Source: an optimization exercise on an open RTL-to-GDS flow (aim: small area, a short achievable clock period and few clock cycles per item). Production flows keep margins and buffers that such runs may drop. Only simulation tests tie the RTL to the original design; equivalence was not proved. No run shown here takes its clock network from TritonCTS; it comes from the design's own scripts or RTL. No driver is modelled on the clock port, so clock power and skew are understated where the tree is cut down; a real chip needs a root buffer or a tree. Power and IR drop assume default switching activity.

## flow/design.v (module list and top-level ports; edited modules follow where they fit)
// module mac_neuron: 1416 lines
// module booth_enc: 7 lines
// module booth_enc0: 5 lines
// module inv_c: 3 lines
// module nand2_c: 3 lines
// module nor2_c: 3 lines
// module or2_c: 3 lines
// module xor2_c: 3 lines
// module xnor2_c: 3 lines
// module a22oi_c: 3 lines
// module a21oi_c: 3 lines
// module o21ai_c: 3 lines
// module o22ai_c: 3 lines
// module a21o_c: 3 lines
// module and2_c: 3 lines
// module fa_cell: 4 lines
// module ha_cell: 4 lines
module mac_neuron(
	input clk,
	input rst,
	input in_valid,
	output in_ready,
	input [15:0] in_x,
	input [15:0] in_w,
	input in_last,
	output reg out_valid,
	output [15:0] out_data
);
  // ...
==> flow/flow/run.sh <==
#!/bin/bash
set -euo pipefail
source flow/env.sh
bash standard.sh > std_flow.log 2>&1
==> flow/flow/env.sh <==
export SETUP_SLACK_MARGIN=7.9
export BUFFER_PORTS_ARGS="-buffer_cell sky130_fd_sc_hd__buf_1"
export PRE_CTS_TCL=$PWD/flow/manual_cts.tcl
export MCTS_NBUF=8
export MCTS_NROOT=2
==> flow/flow/manual_cts.tcl <==
# Clock tree of one or two levels: the clock port drives MCTS_NROOT buffers (or, with
# MCTS_NROOT 0, the leaf buffers directly); the leaf buffers each drive the flip-flops of
# one cluster (balanced k-means on their placement). Sourced as PRE_CTS_TCL: it replaces
# clock_tree_synthesis for this design.
rename clock_tree_synthesis orig_clock_tree_synthesis

# balanced k-means: returns {assign mx my used}
proc mcts_kmeans {xs ys k} {
  set n [llength $xs]
  set cx 0; set cy 0
  foreach x $xs y $ys { set cx [expr {$cx + $x}]; set cy [expr {$cy + $y}] }
  set cx [expr {$cx / $n}]; set cy [expr {$cy / $n}]
  set order {}
  for {set i 0} {$i < $n} {incr i} {
    lappend order [list $i [expr {atan2([lindex $ys $i] - $cy, [lindex $xs $i] - $cx)}]]
  }
  set order [lsort -real -index 1 $order]
  set assign [lrepeat $n 0]
  for {set j 0} {$j < $n} {incr j} { lset assign [lindex $order $j 0] [expr {$j * $k / $n}] }
  set cap [expr {int(ceil(double($n) / $k)) + 1}]
  set used [lrepeat $k 0]
  for {set iter 0} {$iter < 30} {incr iter} {
    set mx [lrepeat $k 0.0]; set my [lrepeat $k 0.0]; set cnt [lrepeat $k 0]
    for {set i 0} {$i < $n} {incr i} {
      set c [lindex $assign $i]
      lset mx $c [expr {[lindex $mx $c] + [lindex $xs $i]}]
      lset my $c [expr {[lindex $my $c] + [lindex $ys $i]}]
      lset cnt $c [expr {[lindex $cnt $c] + 1}]
    }
    for {set c 0} {$c < $k} {incr c} {
      if {[lindex $cnt $c] > 0} {
        lset mx $c [expr {[lindex $mx $c] / [lindex $cnt $c]}]
        lset my $c [expr {[lindex $my $c] / [lindex $cnt $c]}]
      }
    }
    set pairs {}
    for {set i 0} {$i < $n} {incr i} {
      for {set c 0} {$c < $k} {incr c} {
        set d [expr {abs([lindex $xs $i] - [lindex $mx $c]) + abs([lindex $ys $i] - [lindex $my $c])}]
        lappend pairs [list $d $i $c]
      }
    }
    set pairs [lsort -real -index 0 $pairs]
    set done [lrepeat $n 0]; set used [lrepeat $k 0]
    set new [lrepeat $n 0]
    foreach p $pairs {
      lassign $p d i c
      if {[lindex $done $i]} continue
      if {[lindex $used $c] >= $cap} continue
      lset new $i $c; lset done $i 1; lset used $c [expr {[lindex $used $c] + 1}]
    }
    set assign $new
  }
  return [list $assign $mx $my $used]
}

proc clock_tree_synthesis {args} {
  set nleaf [expr {[info exists ::env(MCTS_NBUF)] ? $::env(MCTS_NBUF) : 8}]
  set nroot [expr {[info exists ::env(MCTS_NROOT)] ? $::env(MCTS_NROOT) : 2}]
  set leafm [expr {[info exists ::env(MCTS_CELL)] ? $::env(MCTS_CELL) : "sky130_fd_sc_hd__clkbuf_16"}]
  set rootm [expr {[info exists ::env(MCTS_ROOT_CELL)] ? $::env(MCTS_ROOT_CELL) : "sky130_fd_sc_hd__clkbuf_16"}]
  set block [ord::get_db_block]
  set db [ord::get_db]
  set clknet [$block findNet clk]
  set sinks [$clknet getITerms]
  set n [llength $sinks]
  puts "manual cts: $n sinks, $nleaf leaf buffers ($leafm), $nroot root buffers ($rootm)"
  set xs {}; set ys {}
  foreach it $sinks {
    set bb [[$it getInst] getBBox]
    lappend xs [expr {([$bb xMin] + [$bb xMax]) / 2.0}]
    lappend ys [expr {([$bb yMin] + [$bb yMax]) / 2.0}]
  }
  lassign [mcts_kmeans $xs $ys $nleaf] assign mx my used
  puts "manual cts: leaf cluster sizes $used"
  set lnets {}
  for {set c 0} {$c < $nleaf} {incr c} {
    set inst [odb::dbInst_create $block [$db findMaster $leafm] "mcts_leaf_$c"]
    set net [odb::dbNet_create $block "mcts_clk_leaf_$c"]
    $net setSigType CLOCK
    [$inst findITerm X] connect $net
    $inst setLocation [expr {int([lindex $mx $c])}] [expr {int([lindex $my $c])}]
    $inst setPlacementStatus PLACED
    lappend leaves $inst
    set bnet($c) $net
  }
  for {set i 0} {$i < $n} {incr i} {
    set it [lindex $sinks $i]
    $it disconnect
    $it connect $bnet([lindex $assign $i])
  }
  if {$nroot == 0} {
    foreach inst $leaves { [$inst findITerm A] connect $clknet }
    return
  }
  lassign [mcts_kmeans $mx $my $nroot] rassign rx ry rused
  puts "manual cts: root cluster sizes $rused"
  for {set r 0} {$r < $nroot} {incr r} {
    set inst [odb::dbInst_create $block [$db findMaster $rootm] "mcts_root_$r"]
    set net [odb::dbNet_create $block "mcts_clk_root_$r"]
    $net setSigType CLOCK
    [$inst findITerm A] connect $clknet
    [$inst findITerm X] connect $net
    $inst setLocation [expr {int([lindex $rx $r])}] [expr {int([lindex $ry $r])}]
    $inst setPlacementStatus PLACED
    set rnet($r) $net
  }
  for {set c 0} {$c < $nleaf} {incr c} {
    [[lindex $leaves $c] findITerm A] connect $rnet([lindex $rassign $c])
  }
}
==> flow/standard.sh <==
#!/bin/bash
# synth_recipe.tcl (not shown) runs the flow's synth.tcl, then flattens the netlist and writes it again
# the make line also repeats each setting of config.mk as NAME=value (left out here)
make -C /OpenROAD-flow-scripts/flow DESIGN_CONFIG=/design/flow/config.mk WORK_HOME=/design/flow/orfs CLKGATE_MAP_FILE= SYNTH_SCRIPT=/design/flow/synth_recipe.tcl "${@:-finish}"
==> flow/config.mk <==
export PLATFORM = sky130hd
export DESIGN_NAME = mac_neuron
export DESIGN_NICKNAME = mac_neuron
export VERILOG_FILES = /design/flow/design.v
export SDC_FILE = /design/flow/constraint.sdc
export NUM_CORES = 4
export LEC_CHECK = 0
export CAP_MARGIN = 20
export CORE_MARGIN = 2
export CORE_UTILIZATION = 40
export CTS_BUF_LIST = sky130_fd_sc_hd__clkbuf_4 sky130_fd_sc_hd__clkbuf_8
export CTS_CLUSTER_SIZE = 40
export PLACE_DENSITY = 0.6
export SLEW_MARGIN = 20
export SYNTH_HIERARCHICAL = 1
==> flow/constraint.sdc <==
create_clock -name core_clock -period 11.0 [get_ports {clk}]
set_input_delay 2.2000 -clock core_clock [delete_from_list [all_inputs] [get_ports {clk}]]
set_output_delay 2.2000 -clock core_clock [all_outputs]
set_load 0.01 [all_outputs]
==> impl_metrics.yaml, run 1 <==
outcome:
  status: "timing/DRC/antenna clean"
final_layout:
  top_regs: "ha_r (23), hb_r (23)"
  dominant_cells: "multi-input gates"
  fin_area_um2: 10500
  final_cells: 1254
  layout-drive-gt1-share: 0.0999
  fin_util: 0.462
  final_cell_mix: "xor2_1, o22ai_1, dfxtp_1, fa_1, ha_1"
  antenna_cells: 0
grt:
  gr-total-overflow: 0
  antenna_found_initial: 0
  met2_usage: 0.270
  grt_most_used_layer: "met2"
  grt_pass1_vias: 6514
  grt_max_degree: 26
routing:
  drt_iter0_markers: 521
  vias: 6656
  drcViolationCount: 0
setup_path:
  end_kind: "primary output"
  startpoint: "acc[2]$_DFF_P_"
  crit_path_max_incr_delay_ns: 0.41
  worstRegToRegCells: 6
  reg2reg_slack_ns: 7.99
timing:
  fmax_ghz: 0.323
  slew-limit-headroom: 0.446
synthesis:
  synth_top_family_by_area: "adder cells"
  synth-xor-area-share: 0.197
pwr:
  p_leak_uw: 0.00462
  power_density_nw_per_um2: 217
  clockPowerShare: 0.137
worst_hold_path:
  hold_path_class: "reg2reg"
floorplan:
  core-area_um2: 22800
  dieArea_um2: 24600
Testbench counts, summed over its fixed seeds: cycles 8,224, items 8,192.
==> inputs of run 2 (changes only) <==
==> flow/flow/env.sh (replaced) <==
export SETUP_SLACK_MARGIN=7.8
export BUFFER_PORTS_ARGS="-buffer_cell sky130_fd_sc_hd__buf_1"
export PRE_CTS_TCL=$PWD/flow/manual_cts.tcl
export MCTS_NBUF=8
export MCTS_NROOT=2
==> run 2 against run 1 <==
Worst setup slack worse by 0.081 ns. Routed wire length up 2.4%. First-iteration DRC count down 20%. Clock skew down 0.00051 ns. Final area decreased by 1.8%. Die area did not move. Hold slack got worse by 0.0058 ns. Critical path type is now reg2reg. Sequential share of layout area is 0.15 points lower.
==> impl_metrics.yaml, run 2 <==
timing:
  hold_ws_ns: 0.325
  rsz0062_at_grt: "true"
  slew_violations: 0
  setup_ws_ns: 7.82
  fmax_ghz: 0.315
  worstMarginPinSlew_ns: 0.800
  tns_ns: 0
  fin_skew_ns: 0.0217
  fin_crit_sh: 0.289
  period_minus_slack_ns: 3.18
  hold_viol_final: 0
  final-setup-viol-count: 0
  slew-limit-headroom: 0.466
synthesis:
  synth_commonest_cells: "xor2_1, dfxtp_1, o22ai_1"
  synthArstFlopShare: 0
  syn_area_per_cell_um2: 10.7
  synth_top_area_cell: "dfxtp_1"
  yosysUniqueCellTypes: 38
  yosysTopAreaCellShare: 0.278
  synth_cells: 874
  yosysMostFrequentCell: "xor2_1"
  seq_area_frac_synth: 0.278
  yosys_warnings: 7
  synth_flop_cell: "dfxtp_1"
  syn_nets: 1060
  synth-edff-count: 0
  ys_ff_latch: 130
  synthTopCellsByArea: "dfxtp_1, fa_1, xor2_1"
  synth_area_um2: 9360
final_layout:
  final_cell_mix: "xor2_1, o22ai_1, dfxtp_1, fa_1, ha_1"
  regArea_um2: 2670
  top_regs: "ha_r (23), hb_r (23)"
  fin_util: 0.454
  layout-drive-gt1-share: 0.0759
  final_common_cell: "xor2_1"
  multiInputGateArea_um2: 6610
  antenna_cells: 0
  nFillCells: 2181
  final_cells: 1249
  fin_nets: 1124
  syn_to_final_growth_pct: 10.4
routing:
  vias_per_cell: 5.37
  ant_nets: 0
  vias: 6708
  drt_pass1_iterations: 5
  wl_per_cell_um: 17.0
  drt_iter0_markers: 416
  drcViolationCount: 0
  wirelength_um: 21300
worst_hold_path:
  hold_path_class: "reg2reg"
floorplan:
  start_util: 0.411
  core-area_um2: 22800
  ios: 54
  num_rows: 55
  dieArea_um2: 24600
  fp.dieH_um: 157
  chipWidth_um: 157
outcome:
  status: "timing/DRC/antenna clean"
placement:
  portBuffers: 52
  dp_hpwl_um: 15000
  place.gp.congestion: 0.845
  post-place-ws_ns: 7.37
  placed_cells: 1230
job:
  max_cap_viol_count: 0
clock_tree:
  clk_pin_slew_ns: 0.07
  ctsHoldBuffers: 0
  clock_latency_ns: 0.31
grt:
  grt_max_degree: 26
  antenna_found_initial: 0
  gr-total-overflow: 0
  grt_pass1_wl_um: 35300
  grt_use_total: 0.175
  grt_pass1_vias: 6845
pwr:
  p_leak_uw: 0.00456
  power_density_nw_per_um2: 217
  ir_drop_uv: 114
setup_path:
  path_max_fanout: 8
  cp_data_arrival_time_ns: 3.43
  critPathKind: "reg2reg"
  start_kind: "flip-flop"
  end_kind: "flip-flop"
  worstPathRequired_ns: 11.25
[run 2: logic make-up after synthesis]
family          after synthesis  share of synthesized area
simple gates                113                     0.0601
other cells                   1                   0.000401
flops                       130                      0.278
compound gates              214                      0.156
fa+ha+maj                   150                      0.270
buf+inv                      40                     0.0215
xor+xnor                    211                      0.197
mux                          15                     0.0162
[run 2: cell type report]
class                           count  area share
Multi-Input combinational cell    705       0.639
Sequential cell                   130       0.258
Tap cell                          313      0.0379
Timing Repair Buffer               68      0.0321
Buffer                             10      0.0242
Inverter                           23     0.00835
[run 2: metrics by stage]
step	instance area, um^2	power (uW)
after global routing	10300	2490
after detailed placement	9900	1930
after global placement	9900	1910
final	10300	2240
after CTS	10300	2200
after floorplan	9360	1640
[run 2: where the power goes]
group,internal (uW),total (uW),switching (uW)
Clock,162,312,150
Sequential,600,703,103
Combinational,580,1230,649
Total,1340,2240,902
[run 2: layer usage]
metal | routed length, um | vias up | GRT usage | share of wire
met2 | 9490 | 240 | 0.288 | 0.45
met3 | 1490 | 37 | 0.0259 | 0.070
met1 | 9880 | 3199 | 0.244 | 0.46
met4 | 403 | 0 | 0.0380 | 0.019
li1 | - | 3232 | - | -
met5 | 0 | - | 0 | 0
[run 2: modules after synthesis, one instance, submodules excluded]
module | cell area (um^2) | cells inside | times used | flip-flops and latches
a21o_c | 7.51 | 1 | 55 | 0
and2_c | 6.26 | 1 | 24 | 0
booth_enc | 7.51 | 1 | 7 | 0
booth_enc0 | 7.51 | 1 | 1 | 0
fa_cell | 20.0 | 1 | 87 | 0
ha_cell | 12.5 | 1 | 63 | 0
inv_c | 3.75 | 1 | 5 | 0
mac_neuron | 3660 | 296 | 1 | 130
nand2_c | 3.75 | 1 | 8 | 0
nor2_c | 3.75 | 1 | 8 | 0
o22ai_c | 6.26 | 1 | 128 | 0
or2_c | 6.26 | 1 | 5 | 0
xnor2_c | 8.76 | 1 | 20 | 0
xor2_c | 8.76 | 1 | 167 | 0
[run 2: repair_timing]
item                                    4_1_cts  5_1_grt
buffers inserted                              4        4
gates resized for setup                      42       15
endpoints found under the hold margin         0        0
cloned                                        1        0
pin swaps                                     6        3
endpoints found under the setup margin       54       30
[run 2: critical path, stage by stage (launching register included)]
cell	delay, ns
dfxtp_1	0.33
ha_1	0.35
a21o_1	0.24
a21o_1	0.22
a21o_1	0.23
a21o_1	0.21
a21o_1	0.18
a21o_1	0.19
xnor2_1	0.15
nor4_2	0.60
buf_4	0.30
a221o_1	0.13
[run 2: worst paths after layout]
| check | startpoint | to | slack (ns) | depth (start not counted) |
|---|---|---|---|---|
| max | acc[1]$_DFF_P_ | acc[1]$_DFF_P_ | 7.82 | 11 |
| min reg2reg | l1$_DFF_P_ | l2$_DFF_P_ | 0.33 | 0 |
| min | l1$_DFF_P_ | l2$_DFF_P_ | 0.33 | 0 |
| max reg2reg | acc[1]$_DFF_P_ | acc[1]$_DFF_P_ | 7.82 | 11 |
==> inputs of run 3 (changes only) <==
==> flow/flow/env.sh (replaced) <==
export SETUP_SLACK_MARGIN=8.0
export BUFFER_PORTS_ARGS="-buffer_cell sky130_fd_sc_hd__buf_1"
export PRE_CTS_TCL=$PWD/flow/manual_cts.tcl
export MCTS_NBUF=8
export MCTS_NROOT=2
export MCTS_OUTBUF=sky130_fd_sc_hd__buf_4
export MCTS_OUTFF=sky130_fd_sc_hd__dfxtp_2
--- a/flow/flow/manual_cts.tcl
+++ b/flow/flow/manual_cts.tcl
@@ -89,6 +89,7 @@
     $it disconnect
     $it connect $bnet([lindex $assign $i])
   }
+  mcts_size_outputs
   if {$nroot == 0} {
     foreach inst $leaves { [$inst findITerm A] connect $clknet }
     return
@@ -109,3 +110,34 @@
     [[lindex $leaves $c] findITerm A] connect $rnet([lindex $rassign $c])
   }
 }
+
+# Output ports: their buffers (inserted by buffer_ports) are sized up, as are the
+# flip-flops that drive them, when MCTS_OUTBUF names a cell.
+proc mcts_size_outputs {} {
+  if {![info exists ::env(MCTS_OUTBUF)]} { return }
+  set block [ord::get_db_block]
+  set db [ord::get_db]
+  set bm [$db findMaster $::env(MCTS_OUTBUF)]
+  foreach bt [$block getBTerms] {
+    if {[$bt getIoType] ne "OUTPUT"} continue
+    set net [$bt getNet]
+    foreach it [$net getITerms] {
+      if {![$it isOutputSignal]} continue
+      set inst [$it getInst]
+      set m [[$inst getMaster] getName]
+      if {[string match "sky130_fd_sc_hd__buf_*" $m] || [string match "sky130_fd_sc_hd__clkdlybuf*" $m]} {
+        $inst swapMaster $bm
+        if {[info exists ::env(MCTS_OUTFF)]} {
+          set a [$inst findITerm A]
+          foreach it2 [[$a getNet] getITerms] {
+            if {![$it2 isOutputSignal]} continue
+            set ff [$it2 getInst]
+            if {[string match "sky130_fd_sc_hd__dfxtp_*" [[$ff getMaster] getName]]} {
+              $ff swapMaster [$db findMaster $::env(MCTS_OUTFF)]
+            }
+          }
+        }
+      }
+    }
+  }
+}
==> run 3 against run 2 <==
Still clean on timing, DRC and antenna. Routed wire length increased by 3.1%. Worst setup slack improved by 0.17 ns. Via count increased by 3.8%. Synthesized cell count unchanged. Combinational power increased by 7%. Sequential cell count unchanged. Clock power decreased by 1%. Sequential power increased by 3%.
==> impl_metrics.yaml, run 3 <==
final_layout:
  syn_to_final_growth_pct: 20.3
  final_common_cell: "xor2_1"
  regArea_um2: 2780
  fin_nets: 1180
  multiInputGateArea_um2: 6860
  fin_area_um2: 11300
  top_regs: "ha_r (23), hb_r (23)"
  final_cell_mix: "xor2_1, o22ai_1, fa_1, buf_4, dfxtp_1"
  nFillCells: 2119
  layout-drive-gt1-share: 0.202
  antenna_cells: 0
worst_hold_path:
  hp-start: "l1$_DFF_P_"
  hold_path_class: "reg2reg"
floorplan:
  core-area_um2: 22800
  chipWidth_um: 157
  num_rows: 55
  dieArea_um2: 24600
  fp.dieH_um: 157
  ios: 54
  start_util: 0.411
synthesis:
  synth_top_area_cell: "dfxtp_1"
  syn_area_per_cell_um2: 10.7
  yosysMostFrequentCell: "xor2_1"
  synthTopCellsByArea: "dfxtp_1, fa_1, xor2_1"
  yosysTopAreaCellShare: 0.278
  synth_commonest_cells: "xor2_1, dfxtp_1, o22ai_1"
  synth-edff-count: 0
  ys_ff_latch: 130
  synth_flop_cell: "dfxtp_1"
  yosys_warnings: 7
  synth_area_um2: 9360
  yosysUniqueCellTypes: 38
  seq_area_frac_synth: 0.278
  synthArstFlopShare: 0
  syn_nets: 1060
  synth_cells: 874
setup_path:
  reg2reg_slack_ns: 8.03
  end_kind: "primary output"
  path_max_fanout: 3
  r2r_end: "ha_r[12]$_DFF_P_"
  worstPathRequired_ns: 8.80
  critPathBufInv: 1
  cp_top_family: "flip-flops"
  critPathSlowestCell: "dfxtp_4"
  start_kind: "flip-flop"
  startpoint: "acc[7]$_DFF_P_"
  crit_cells: 1
  crit_path_cell_trace: "buf_6"
  cp_data_arrival_time_ns: 0.81
  crit_path_max_incr_delay_ns: 0.37
  crit_end: "out_data[7]"
  reg2reg_from: "b_onen[2]$_DFF_P_"
  critPathKind: "reg2out"
  worstRegToRegCells: 7
placement:
  placed_area_um2: 9880
  portBuffers: 52
  place.gp.congestion: 0.846
  dp_hpwl_um: 14900
grt:
  gr-total-overflow: 0
  grt_most_used_layer: "met2"
  met1_usage: 0.238
  grt_use_total: 0.173
  grt_pass1_wl_um: 34900
  use_met3: 0.0242
  antenna_found_initial: 0
  grt_pass1_vias: 6769
  grt_max_degree: 20
  met2_usage: 0.293
timing:
  hold_viol_final: 0
  final-setup-viol-count: 0
  slew_violations: 0
  fin_crit_sh: 0.274
  rsz0062_at_grt: "true"
  period_minus_slack_ns: 3.01
  fmax_ghz: 0.332
  slew-limit-headroom: 0.452
  tns_ns: 0
  worstMarginPinSlew_ns: 0.821
  fin_skew_ns: 0.0252
routing:
  drcViolationCount: 0
  drt_iter0_markers: 412
  wl_per_cell_um: 16.8
  ant_nets: 0
  vias: 6966
  drt_pass1_iterations: 5
  wirelength_um: 21900
  vias_per_cell: 5.34
pwr:
  ir_drop_uv: 107
  power_density_nw_per_um2: 208
  p_leak_uw: 0.00494
clock_tree:
  clock_latency_ns: 0.31
  clk_pin_slew_ns: 0.08
outcome:
  status: "timing/DRC/antenna clean"
job:
  max_cap_viol_count: 0
[run 3: cell count changes in the layout (fill, tap and decap cells not counted), sizes merged]
cell,change
buf,+56
[run 3: what timing repair did]
item | 4_1_cts | 5_1_grt
pin swaps | 9 | 33
cloned | 1 | 0
setup buffers | 15 | 54
gates resized for setup | 83 | 59
hold buffers | 0 | 0
setup endpoints to repair | 60 | 52
[run 3: worst min-delay path by stage]
| stage | slack (ns) | endpoint | cells after the start |
|---|---|---|---|
| 2_1_floorplan | 0.31 | l1$_DFF_P_ | 0 |
| 3_3_place_gp | 0.31 | zl_r$_DFF_P_ | 0 |
| 3_5_place_dp | 0.31 | l1$_DFF_P_ | 0 |
| 4_1_cts | 0.31 | l1$_DFF_P_ | 0 |
| 5_1_grt | 0.34 | zl_r$_DFF_P_ | 0 |
| 6_report | 0.33 | l2$_DFF_P_ | 0 |
[run 3: area by class of cell]
cell class                 instances  share of cell area
multi-input combinational        705               0.609
sequential                       130               0.247
timing repair buffer             124              0.0789
tap                              313              0.0348
buffer                            10              0.0222
inverter                          23             0.00767
[run 3: routing by layer]
metal / up-vias / wire length (um) / share of wire
li1: 3322 / - / -
met1: 3347 / 9990 / 0.46
met2: 259 / 10100 / 0.46
met3: 38 / 1420 / 0.065
met4: 0 / 392 / 0.018
met5: - / 0 / 0
[run 3: logic make-up (layout without fill, tap and decap cells)]
family	after synthesis	after routing	share of synthesized area
buf+inv	40	157	0.0215
mux	15	15	0.0162
compound gates	214	214	0.156
fa+ha+maj	150	150	0.270
other cells	1	1	0.000401
simple gates	113	114	0.0601
xor+xnor	211	211	0.197
flops	130	130	0.278
[run 3: metrics by stage]
stage | instances | hold slack, ns | util | power [uW] | worst slack, ns
global placement | 1224 | 0.312 | 0.433 | 1910 | 7.43
floorplan | 874 | 0.310 | - | 1650 | 7.96
global route | 1305 | 0.339 | 0.494 | 2590 | 7.94
CTS | 1251 | 0.312 | 0.463 | 2230 | 7.80
detailed placement | 1225 | 0.312 | 0.434 | 1930 | 7.61
finish | 1305 | 0.328 | 0.494 | 2350 | 7.99
[run 3: where the power goes]
part	switching, uW	internal (uW)
combinational	658	659
clock	146	162
sequential	118	602
[run 3: per-module statistics from Yosys, one instance, submodules excluded, excerpt]
module / copies in the design / area, um^2 / flip-flops and latches / cells
mac_neuron: 1 / 3660 / 130 / 296
booth_enc0: 1 / 7.51 / 0 / 1
xor2_c: 167 / 8.76 / 0 / 1
fa_cell: 87 / 20.0 / 0 / 1
o22ai_c: 128 / 6.26 / 0 / 1
a21o_c: 55 / 7.51 / 0 / 1
nor2_c: 8 / 3.75 / 0 / 1
inv_c: 5 / 3.75 / 0 / 1
and2_c: 24 / 6.26 / 0 / 1
booth_enc: 7 / 7.51 / 0 / 1
nand2_c: 8 / 3.75 / 0 / 1
or2_c: 5 / 6.26 / 0 / 1
==> inputs of run 4 (changes only) <==
--- a/flow/flow/env.sh
+++ b/flow/flow/env.sh
@@ -1,4 +1,4 @@
-export SETUP_SLACK_MARGIN=8.0
+export SETUP_SLACK_MARGIN=7.9
 export BUFFER_PORTS_ARGS="-buffer_cell sky130_fd_sc_hd__buf_1"
 export PRE_CTS_TCL=$PWD/flow/manual_cts.tcl
 export MCTS_NBUF=8
==> run 4 against run 3 <==
Sequential share of layout area rose by 1.2 points. Worst setup slack worse by 0.0085 ns. Total power shrank 2.2%. Clock skew is 0.0035 ns lower. Via count down 3.4%. Register-to-register slack got worse by 0.04 ns. Routed wire length shrank 5.2%. Synthesized area is the same. First-iteration DRC count grew 20%. Global-route usage is 0.53 points lower. Largest cell class unchanged. Highest routed layer unchanged.
==> impl_metrics.yaml, run 4 <==
outcome:
  status: "timing/DRC/antenna clean"
synthesis:
  yosysTopAreaCellShare: 0.278
  synth_top_family_by_area: "adder cells"
  synth_flop_cell: "dfxtp_1"
  seq_area_frac_synth: 0.278
  yosysUniqueCellTypes: 38
  synth_cells: 874
  syn_nets: 1060
  synth-edff-count: 0
  yosys.area_share.simple: 0.0601
  yosys_warnings: 7
  syn_area_per_cell_um2: 10.7
  ys_ff_latch: 130
  synth_top_area_cell: "dfxtp_1"
  synth_commonest_cells: "xor2_1, dfxtp_1, o22ai_1"
  synthMuxAreaShare: 0.0162
  synth_area_um2: 9360
  synthTopCellsByArea: "dfxtp_1, fa_1, xor2_1"
  synth_adder_area_share: 0.270
  synth-xor-area-share: 0.197
  synthArstFlopShare: 0
  synth-compound-area-share: 0.156
  yosysMostFrequentCell: "xor2_1"
job:
  max_cap_viol_count: 0
timing:
  rsz0062_at_grt: "false"
  fin_crit_sh: 0.275
  worstMarginPinSlew_ns: 0.836
  period_minus_slack_ns: 3.02
  fmax_ghz: 0.331
  final-setup-viol-count: 0
  hold_ws_ns: 0.329
  tns_ns: 0
  hold_viol_final: 0
  slew-limit-headroom: 0.442
  slew_violations: 0
  fin_skew_ns: 0.0217
  setup_ws_ns: 7.98
grt:
  grt_most_used_layer: "met2"
  grt_pass1_wl_um: 33900
  antenna_found_initial: 0
  grt_pass1_vias: 6520
  grt_max_degree: 26
  gr-total-overflow: 0
  met1_usage: 0.244
  use_met3: 0.0201
  met2_usage: 0.270
  grt_use_total: 0.167
worst_hold_path:
  hold_path_class: "reg2reg"
routing:
  drt_pass1_iterations: 5
  wl_per_cell_um: 16.5
  wirelength_um: 20800
  vias_per_cell: 5.36
  drcViolationCount: 0
  vias: 6730
  drt_iter0_markers: 496
  ant_nets: 0
floorplan:
  start_util: 0.411
  ios: 54
  fp.dieH_um: 157
  chipWidth_um: 157
  num_rows: 55
  dieArea_um2: 24600
  core-area_um2: 22800
pwr:
  power_density_nw_per_um2: 216
  ir_drop_uv: 108
  p_leak_uw: 0.00467
final_layout:
  antenna_cells: 0
  top_regs: "ha_r (23), hb_r (23)"
  final_common_cell: "xor2_1"
  syn_to_final_growth_pct: 13.2
  layout-drive-gt1-share: 0.127
  fin_nets: 1131
  final_cell_mix: "xor2_1, o22ai_1, fa_1, dfxtp_1, ha_1"
setup_path:
  crit_path_cell_trace: "buf_4"
  critPathSlowestCell: "dfxtp_2"
  crit_path_max_incr_delay_ns: 0.37
  path_max_fanout: 3
  cp_data_arrival_time_ns: 0.82
  end_kind: "primary output"
  critPathKind: "reg2out"
  start_kind: "flip-flop"
  worstPathRequired_ns: 8.80
  reg2reg_slack_ns: 7.99
  critPathBufInv: 1
  cp_top_family: "flip-flops"
placement:
  post-place-ws_ns: 7.61
  dp_hpwl_um: 14800
  place.gp.congestion: 0.829
  portBuffers: 52
clock_tree:
  ctsHoldBuffers: 0
  clock_latency_ns: 0.32
  clk_pin_slew_ns: 0.08
## run 4: cell types whose count changed in the layout (fill, tap and decap cells not counted), sizes merged
| cell | before | now |
|---|---|---|
| buf | 124 | 75 |
## run 4: worst paths after layout
check | cells after the start | endpoint | from
setup reg to reg | 6 | ha_r[7]$_DFF_P_ | xn[13]$_DFF_P_
hold reg to reg | 0 | l1$_DFF_P_ | l0$_DFF_P_
hold / removal | 0 | l1$_DFF_P_ | l0$_DFF_P_
setup / recovery | 1 | out_data[15] | acc[15]$_DFF_P_
## run 4: cell type report
cell class	instances	area, um^2
fillers	2181	12200
multi-input cells	705	6650
flip-flops and latches	130	2750
repair buffers	75	468
well taps	313	392
plain buffers	10	250
inverters	23	86.3
## run 4: per-layer routing
metal | share of wire | vias to the layer above
met4 | 0.011 | 0
met3 | 0.056 | 23
met5 | 0 | -
li1 | - | 3236
met2 | 0.45 | 212
met1 | 0.49 | 3259
## run 4: kinds of logic after synthesis
| kind of cell | Yosys count |
|---|---|
| buffers and inverters | 40 |
| adder cells (fa/ha/maj) | 150 |
| XOR/XNOR | 211 |
| other | 1 |
| AO/OA/AOI/OAI | 214 |
| flip-flops | 130 |
| AND/OR/NAND/NOR | 113 |
| multiplexers | 15 |
## run 4: power by group
part,total (uW),switching (uW),internal (uW)
clock network,310,148,162
registers,710,109,601
logic,1270,647,625
## run 4: per-module statistics from Yosys, one instance, submodules excluded, excerpt
module / cells inside / cell area [um^2] / flip-flops and latches / times used
ha_cell: 1 / 12.5 / 0 / 63
xnor2_c: 1 / 8.76 / 0 / 20
inv_c: 1 / 3.75 / 0 / 5
xor2_c: 1 / 8.76 / 0 / 167
fa_cell: 1 / 20.0 / 0 / 87
nand2_c: 1 / 3.75 / 0 / 8
o22ai_c: 1 / 6.26 / 0 / 128
nor2_c: 1 / 3.75 / 0 / 8
a21o_c: 1 / 7.51 / 0 / 55
## run 4: stage by stage
step	instance area, um^2	instances	total power [uW]	utilization
5_1_grt	10600	1256	2530	0.465
6_report	10600	1256	2290	0.465
3_3_place_gp	9880	1226	1910	0.434
3_5_place_dp	9880	1226	1930	0.434
2_1_floorplan	9370	874	1640	-
4_1_cts	10400	1245	2220	0.456
## run 4: what timing repair did
item | 4_1_cts | 5_1_grt
gates cloned | 0 | 1
buffers inserted | 9 | 10
pin swaps | 7 | 11
resized for setup | 43 | 40
setup endpoints to repair | 48 | 45
==> inputs of run 5 (changes only) <==
--- a/flow/config.mk
+++ b/flow/config.mk
@@ -7,9 +7,9 @@
 export LEC_CHECK = 0
 export CAP_MARGIN = 20
 export CORE_MARGIN = 2
-export CORE_UTILIZATION = 40
+export CORE_UTILIZATION = 50
 export CTS_BUF_LIST = sky130_fd_sc_hd__clkbuf_4 sky130_fd_sc_hd__clkbuf_8
 export CTS_CLUSTER_SIZE = 40
-export PLACE_DENSITY = 0.6
+export PLACE_DENSITY = 0.7
 export SLEW_MARGIN = 20
 export SYNTH_HIERARCHICAL = 1
==> run 5 against run 4 <==
Cell count is 6.7% lower. Die area is 20% lower. Largest cell class unchanged. Global-route usage is 3.7 points higher. Sequential share of layout area is 0.43 points higher. Sequential power hardly changed. Highest routed layer unchanged.
==> impl_metrics.yaml, run 5 <==
synthesis:
  synth_commonest_cells: "xor2_1, dfxtp_1, o22ai_1"
  synthArstFlopShare: 0
  yosysTopAreaCellShare: 0.278
  yosysMostFrequentCell: "xor2_1"
  ys_ff_latch: 130
  seq_area_frac_synth: 0.278
  yosys_warnings: 7
  synth_top_area_cell: "dfxtp_1"
  synth_flop_cell: "dfxtp_1"
  synthTopCellsByArea: "dfxtp_1, fa_1, xor2_1"
  syn_area_per_cell_um2: 10.7
  synth_area_um2: 9360
  synth-edff-count: 0
  yosysUniqueCellTypes: 38
  syn_nets: 1060
  synth_cells: 874
worst_hold_path:
  hold_path_class: "reg2reg"
  hp-start: "zl0$_DFF_P_"
  hold_path_depth: 0
  worst_hold_path.endpoint: "zl_r$_DFF_P_"
setup_path:
  worstPathRequired_ns: 11.22
  cpMostUsedCell: "a21o_1"
  crit_path_cell_trace: "ha_1 -> a21o_1 -> a21o_1 -> a21o_1 -> a21o_1 -> a21o_1 -> a21o_1 -> xor2_2 -> nand4_1 -> or4_1 -> a32oi_1"
  start_kind: "flip-flop"
  critPathKind: "reg2reg"
  critPathBufInv: 0
  reg2reg_from: "acc[1]$_DFF_P_"
  r2r_end: "acc[0]$_DFF_P_"
  critPathSlowestCell: "or4_1"
  crit_cells: 11
  reg2reg_slack_ns: 7.93
  path_max_fanout: 4
  end_kind: "flip-flop"
  cp_data_arrival_time_ns: 3.29
  cp_top_family: "compound AO/OA/AOI/OAI gates"
  crit_path_max_incr_delay_ns: 0.54
  startpoint: "acc[1]$_DFF_P_"
  worstRegToRegCells: 11
outcome:
  status: "timing/DRC/antenna clean"
grt:
  antenna_found_initial: 0
  grt_pass1_wl_um: 33700
  gr-total-overflow: 0
  grt_max_degree: 26
  grt_use_total: 0.205
  grt_pass1_vias: 6842
final_layout:
  top_regs: "ha_r (23), hb_r (23)"
  layout-drive-gt1-share: 0.122
  nFillCells: 1614
  fin_util: 0.563
  fin_nets: 1126
  final_common_cell: "xor2_1"
  regArea_um2: 2750
  final_cell_mix: "xor2_1, o22ai_1, fa_1, dfxtp_1, ha_1"
  multiInputGateArea_um2: 6620
  syn_to_final_growth_pct: 11.3
  antenna_cells: 0
floorplan:
  start_util: 0.506
  fp.dieH_um: 141
  dieArea_um2: 19800
  chipWidth_um: 141
  num_rows: 50
  ios: 54
  core-area_um2: 18500
clock_tree:
  ctsHoldBuffers: 0
  clk_pin_slew_ns: 0.08
  clock_latency_ns: 0.31
routing:
  wl_met2_um: 9760
  wirelength_um: 20500
  vias: 6747
  drt_pass1_iterations: 5
  drcViolationCount: 0
  wl_met3_um: 1130
  wl_met1_um: 9360
  wl_per_cell_um: 17.5
  drt_iter0_markers: 486
  ant_nets: 0
  top_layer: "met4"
  vias_per_cell: 5.76
pwr:
  ir_drop_uv: 106
  p_leak_uw: 0.00463
  power_density_nw_per_um2: 217
timing:
  fin_skew_ns: 0.0257
  fmax_ghz: 0.326
  worstMarginPinSlew_ns: 0.792
  final-setup-viol-count: 0
  slew-limit-headroom: 0.471
  period_minus_slack_ns: 3.07
  tns_ns: 0
  slew_violations: 0
  fin_crit_sh: 0.279
  rsz0062_at_grt: "true"
  hold_viol_final: 0
placement:
  portBuffers: 52
  dp_hpwl_um: 14600
  place.gp.congestion: 0.861
job:
  max_cap_viol_count: 0
-- run 5: repair_timing --
action / in CTS / in global routing
endpoints found under the setup margin: 54 / 36
buffers inserted: 8 / 7
gates resized for setup: 44 / 34
pin swaps: 6 / 6
-- run 5: final cells by class --
type,instances,share of cell area
buffer,10,0.0240
inverter,23,0.00829
multi-input combinational,704,0.636
sequential,130,0.264
tap,234,0.0281
timing repair buffer,71,0.0401
-- run 5: logic make-up after synthesis --
| kind of cell | share of synthesized area |
|---|---|
| AOI/OAI and AO/OA | 0.156 |
| xor gates and xnor gates | 0.197 |
| adders and majority gates | 0.270 |
| DFF | 0.278 |
| and+or+nand+nor | 0.0601 |
| buffers and inverters | 0.0215 |
| muxes | 0.0162 |
| other | 0.000401 |
-- run 5: worst register-to-register path: stages, from the launching register on --
cell	delay, ns
dfxtp_2	0.34
ha_1	0.34
a21o_1	0.23
a21o_1	0.22
a21o_1	0.22
a21o_1	0.20
a21o_1	0.19
a21o_1	0.21
xor2_2	0.20
nand4_1	0.09
or4_1	0.54
a32oi_1	0.21
-- run 5: Yosys stat by module (local to each module, per instance), a selection --
module	flops+latches	cells
nand2_c	0	1
xor2_c	0	1
nor2_c	0	1
o22ai_c	0	1
ha_cell	0	1
booth_enc0	0	1
-- run 5: where the power goes --
| part | internal [uW] | total (uW) | switching (uW) |
|---|---|---|---|
| Combinational | 600 | 1240 | 644 |
| Sequential | 601 | 711 | 110 |
| Clock | 162 | 311 | 149 |
-- run 5: metrics by stage --
stage | hold WS (ns) | instances | setup WS [ns] | area [um^2] | total power [uW]
finish | 0.328 | 1172 | 7.93 | 10400 | 2260
global route | 0.332 | 1172 | 7.75 | 10400 | 2500
CTS | 0.313 | 1165 | 7.76 | 10300 | 2210
detailed placement | 0.313 | 1147 | 7.42 | 9780 | 1930
global placement | 0.312 | 1147 | 7.47 | 9780 | 1880
floorplan | 0.310 | 874 | 7.92 | 9370 | 1640
-- run 5: routing by layer --
layer,vias to the layer above,GRT usage
li1,3223,-
met1,3248,0.279
met2,247,0.358
met3,29,0.0207
met4,0,0.0389
met5,-,0
-- run 5: how the worst max path moves through the flow --
stage                                  to  slack [ns]
final                      acc[0]$_DFF_P_        7.93
after floorplan           ha_r[7]$_DFF_P_        7.92
after global placement    acc[15]$_DFF_P_        7.47
after CTS                     zl0$_DFF_P_        7.76
after global routing       acc[0]$_DFF_P_        7.75
after detailed placement  acc[15]$_DFF_P_        7.42

==> static timing again, ports no longer ideal <==
No port has a modelled driver above. Below, the same layouts with a new extraction and two added sets of constraints.
Step 1: set_driving_cell puts a clkbuf_16 on clk and a buf_2 on each other input, an assumption about the parent block.
Step 2 moves the port delays by t, midway between the first and last clock arrival at a register: inputs arrive t later, outputs are due t later. That takes back most of the time a late clock gives input paths.
Slacks: ideal / step 1 / step 2; pairs: ideal / step 1.
run	shift t [ns]	setup WS [ns]	worst register clock-pin slew, ns	worst data-port slew with drivers (ns)
run 1	0.366	7.901 / 7.839 / 7.755	0.08 / 0.08	0.04
run 2	0.362	7.820 / 7.807 / 7.768	0.08 / 0.08	0.04
run 3	0.366	7.988 / 7.925 / 7.729	0.08 / 0.08	0.05
run 4	0.366	7.979 / 7.916 / 7.755	0.08 / 0.08	0.04
run 5	0.364	7.932 / 7.918 / 7.716	0.08 / 0.08	0.04
After both steps every run listed still meets setup and hold. For run 3, which loses most, drivers alone change the setup slack by -0.063 ns; drivers and shift together by -0.259 ns.
